Source: an optimization exercise on an open RTL-to-GDS flow (aim: small area and a short achievable clock period). Production flows keep margins and buffers that such runs may drop.
Only simulation tests tie the RTL to the original design; equivalence was not proved.

## flow/design.v

```verilog
`timescale 1ns/1ps
module line_buffer #(
    parameter IMG_WIDTH = 8
)(
    input  wire        clk,
    input  wire        rst,
    input  wire        pixel_valid,
    input  wire [7:0]  pixel_in,
    output reg         window_valid,
    output reg [71:0]  window_out    
);
    reg [7:0] line0[0:IMG_WIDTH-1];
    reg [7:0] line1[0:IMG_WIDTH-1];
    reg [7:0] prev_pixel1;  
    reg [7:0] prev_pixel2;  
    reg [7:0] top_pixel1, top_pixel2;
    reg [7:0] mid_pixel1, mid_pixel2;
    integer col;
    integer row;
    always @(posedge clk or posedge rst) begin
        if (rst) begin
            col <= 0;
            row <= 0;
            window_valid <= 0;
            prev_pixel1 <= 0;
            prev_pixel2 <= 0;
            top_pixel1 <= 0;
            top_pixel2 <= 0;
            mid_pixel1 <= 0;
            mid_pixel2 <= 0;
            window_out <= 72'd0;
        end else if (pixel_valid) begin
            prev_pixel2 <= prev_pixel1;
            prev_pixel1 <= pixel_in;
            top_pixel2  <= top_pixel1;
            top_pixel1  <= line0[col];
            mid_pixel2  <= mid_pixel1;
            mid_pixel1  <= line1[col];
            line0[col] <= line1[col];
            line1[col] <= pixel_in;
            if (col == IMG_WIDTH - 1) begin
                col <= 0;
                row <= row + 1;
            end else begin
                col <= col + 1;
            end
            if (row >= 2 && col >= 2) begin
                window_valid <= 1;
                window_out <= {
                    top_pixel2,   top_pixel1,   line0[col],
                    mid_pixel2,   mid_pixel1,   line1[col],
                    prev_pixel2,  prev_pixel1,  pixel_in
                };
            end else begin
                window_valid <= 0;
            end
        end else begin
            window_valid <= 0;
        end
    end
endmodule
`timescale 1ns/1ps
module conv_core(
    input  wire        clk,
    input  wire        rst,
    input  wire        window_valid,
    input  wire [71:0] window_in,    
    input  wire [71:0] kernel_in,    
    output reg signed [15:0] conv_out,    
    output reg         conv_valid
);
    integer i;
    reg signed [15:0] sum;
    reg signed [7:0]  pix;
    reg signed [7:0]  wgt;
    always @(posedge clk or posedge rst) begin
        if (rst) begin
            conv_out   <= 0;
            conv_valid <= 0;
        end else if (window_valid) begin
            sum = 0;
            for (i = 0; i < 9; i = i + 1) begin
                pix = $signed(window_in[(71-8*i) -: 8]);
                wgt = $signed(kernel_in[(71-8*i) -: 8]);
                sum = sum + $signed(pix) * $signed(wgt);
            end
            conv_out   <= sum;
            conv_valid <= 1;
        end else begin
            conv_valid <= 0;
        end
    end
endmodule
`timescale 1ns/1ps
module conv_top (
    input  wire        clk,
    input  wire        rst,
    input  wire        pixel_valid,
    input  wire [7:0]  pixel_in,
    input  wire [71:0] kernel_in,      
    output wire signed [15:0] conv_out,
    output wire        conv_valid
);
    wire [71:0] window_out;
    wire        window_valid;
    line_buffer u_line_buffer (
        .clk(clk),
        .rst(rst),
        .pixel_valid(pixel_valid),
        .pixel_in(pixel_in),
        .window_out(window_out),
        .window_valid(window_valid)
    );
    conv_core u_core (
        .clk(clk),
        .rst(rst),
        .window_valid(window_valid),
        .window_in(window_out),    
        .kernel_in(kernel_in),     
        .conv_out(conv_out),
        .conv_valid(conv_valid)
    );
endmodule
```

## flow/run.sh

```bash
#!/bin/bash
# synth_recipe.tcl (not shown) runs the flow's synth.tcl, then flattens the netlist and writes it again
# the make line also repeats each setting of config.mk as NAME=value (left out here)
make -C /OpenROAD-flow-scripts/flow DESIGN_CONFIG=/design/flow/config.mk WORK_HOME=/design/flow/orfs CLKGATE_MAP_FILE= SYNTH_SCRIPT=/design/flow/synth_recipe.tcl finish
```

## flow/config.mk

```make
export PLATFORM = sky130hd
export DESIGN_NAME = conv_top
export DESIGN_NICKNAME = conv_top
export VERILOG_FILES = /design/flow/design.v
export SDC_FILE = /design/flow/constraint.sdc
export NUM_CORES = 4
export LEC_CHECK = 0
export CAP_MARGIN = 20
export CORE_MARGIN = 2
export CORE_UTILIZATION = 40
export SLEW_MARGIN = 20
```

## flow/constraint.sdc

```tcl
create_clock -name core_clock -period 11.0 [get_ports {clk}]
set_input_delay 2.2000 -clock core_clock [delete_from_list [all_inputs] [get_ports {clk}]]
set_output_delay 2.2000 -clock core_clock [all_outputs]
set_load 0.01 [all_outputs]
```

==> run summary <==
## critical path, stage by stage
cell and delay, ns:
clkdlybuf4s50_1 0.67, nand2_1 0.22, fa_1 0.77, inv_1 0.15, fa_1 0.62, inv_1 0.07, fa_1 0.46, fa_1 0.55
inv_1 0.05, fa_1 0.50, inv_1 0.06, fa_1 0.52, fa_1 0.45, fa_1 0.51, fa_1 0.42, fa_1 0.39
xor2_1 0.17, xnor2_1 0.19, xnor2_1 0.16, xnor2_1 0.11, xnor2_1 0.23, xnor3_1 0.47, xnor2_1 0.24, a21oi_1 0.09
## routing by layer
metal  global-route usage (%)  wire, microns
met2                     34.7          44800
met4                     4.96           2350
met1                     27.3          39100
met5                        0             93
met3                     4.06           4970
## final cells by class
type / count / area (sq um)
clock buffer: 52 / 1030
clock inverter: 17 / 204
fill: 8303 / 49200
inverter: 776 / 2920
multi-input combinational: 2045 / 24000
sequential: 330 / 8900
tap: 1165 / 1460
timing repair buffer: 107 / 1050
## synth_stat cells (all sizes together), types with 15 or more instances
master  count
and3       15
xnor2     119
fa        689
o21ai      15
xor2       24
nand2b     40
nand2     265
mux2      152
dfrtp     202
nand3      21
nor2b      27
edfxtp    128
nand4      15
ha        192
clkbuf     31
a222oi     16
nor2       60
and2      303
inv       776
## placed cells by master, fill, tap and decap left out, types with 27 or more instances in the layout
cell type and n:
and2_1 303, clkbuf_16 38, clkdlybuf4s50_1 98, dfrtp_1 202, edfxtp_1 128, fa_1 689
ha_1 192, inv_1 775, mux2_1 48, mux2_2 104, nand2_1 264, nand2b_1 40
nor2_1 59, nor2b_1 27, xnor2_1 119
## stage by stage
| step | std cells |
|---|---|
| after floorplan | 3196 |
| after global placement | 4423 |
| after detailed placement | 4423 |
| after CTS | 4492 |
| after global routing | 4492 |
| final | 4492 |
## kinds of logic (layout without fill, tap and decap cells)
logic type,after synthesis,count (layout),synth area share [%]
buffers and inverters,821,952,8.62
multiplexers,154,154,4.82
AND/OR/NAND/NOR,781,781,11.4
AO/OA/AOI/OAI,85,85,1.77
XOR/XNOR,144,144,3.55
flip-flops,330,330,24.8
adder cells (fa/ha/maj),881,881,45.0
## registers in the layout (all words and copies together), names as in the netlist
signal and cells:
u_core.conv_out 16, u_core.conv_valid 1, u_line_buffer.col 32, u_line_buffer.line0 64
u_line_buffer.line1 64, u_line_buffer.mid_pixel1 8, u_line_buffer.mid_pixel2 8, u_line_buffer.prev_pixel1 8
u_line_buffer.prev_pixel2 8, u_line_buffer.row 32, u_line_buffer.top_pixel1 8, u_line_buffer.top_pixel2 8
u_line_buffer.window_out 72, u_line_buffer.window_valid 1
## worst paths after layout
check,start,to,slack (ns),cells past startpoint
setup / recovery,kernel_in[49],u_core.conv_out[15],1.07,24
hold / removal,u_line_buffer.prev_pixel1[5],u_line_buffer.window_out[13],0.46,1
setup reg to reg,u_line_buffer.window_out[55],u_core.conv_out[15],2.77,23
hold reg to reg,u_line_buffer.prev_pixel1[5],u_line_buffer.window_out[13],0.46,1
max in group asynchronous,rst,u_line_buffer.prev_pixel1[1],7.44,3
min in group asynchronous,rst,u_line_buffer.col[10],2.21,2
==> out/results.ini <==
[yosys]
synth_flop_cell=dfrtp_1
synth.area.top_cells=fa_1 38%, dfrtp_1 14%, edfxtp_1 11%
seq_area_frac_synth_pct=24.8
synthDistinctLibCells=53
synth_largest_area_cell=fa_1
yosysTopAreaCellShare_pct=38.4
ys_warn_count=4
synth_area_sq_um=36000
syn_nets=4160
ys_ff_latch=330
async_reset_ff_share_pct=61.2
avgSynthCellArea_sq_um=11.2
synth_edf_count=128
synthCells=3196

[worst_hold_path]
hp-class=reg -> reg

[floorplan]
die_y_microns=304
core-area_sq_um=88800
floorplan.initialDensity_pct=40.5
dieArea_sq_um=92300
ios=100
die_w_microns=304
row_count=109

[placed_design]
place_congestion=0.891
place_ws_ns=0.563
port_buffers=99
dp_hpwl_mm=76.1
place_area_sq_um=38300

[global_route]
grt_max_degree=79
grt_pass1_wl_mm=144
grt_pass1_vias=24000
track_usage_pct=20.5
antenna_found_initial=11
grt_overflow_total=0

[final_layout]
fin_area_sq_um=39500
areaGrowthSynthToFinish_pct=9.98
layout.nets=4262
num_antenna_cells=0
final_util_pct=44.5
drive_gt1_share_pct=5.62

[route]
vias=21800
drt_iter0_markers=1431
totalWireLength_mm=91.3
route.detailed.drc=0
dr.pass1.iters=6
wl_per_cell_microns=20.3
ant_nets=0
viasPerCell=4.86

[timing]
drv_slew=0
finalHoldViolCount=0
finalCritPeriodShare_pct=90.3
postLayoutSetupSlackWorst_ns=1.07
skew_ns=0.0634
tightest_slew_ns=1.09
tns_ns=0
timing.hold.ws_ns=0.464
rsz0062_at_grt=no
max_slew_margin_pct=26.3
setup_violations=0
max_freq_mhz=101
period_needed_ns=9.93

[worst_setup_path]
worstPathRequired_ns=11.39
critPathCaptureType=register
crit_fanout=8
crit_type=in -> reg
arrival_ns=10.32
cp-start-kind=input port

[clock_network]
cts_resized=0
cts_tree=built
clk_latency_ns=0.60
clkSinkCount=330
cts_made_buffers=38
root_buffer=clkbuf_16
cts_max_path_buffers=3
post-cts-setup-buffers=0
clkSlewWorstSetupHoldPaths_ns=0.08
htreeDepth=2
postCtsHoldBufs=0

[flow_run]
maxCapViolations=0

[outcome]
outcome=complete, no violations

==> re-timing with driven ports <==
Ports are ideal in the flow. The routed layout listed here was re-timed in OpenROAD. Step 1 sets driving cells, clkbuf_16 on the clock port and buf_2 on the other inputs (assumed; they add their load-dependent delay and slew). Step 2, shift: input delay + t, output delay - t, t = (earliest + latest rising clock arrival at the registers) / 2. This alone moves slack from input paths to output paths. Slacks: ideal / step 1 / step 2; pairs: ideal / step 1.
shift t [ns]: 0.633
setup WS [ns]: 1.071 / 1.059 / 0.426
cell pins on the clock port's net: 1
After both steps setup and hold are still met in this run. For this run, drivers alone change the setup slack by -0.012 ns; drivers and shift together by -0.645 ns.
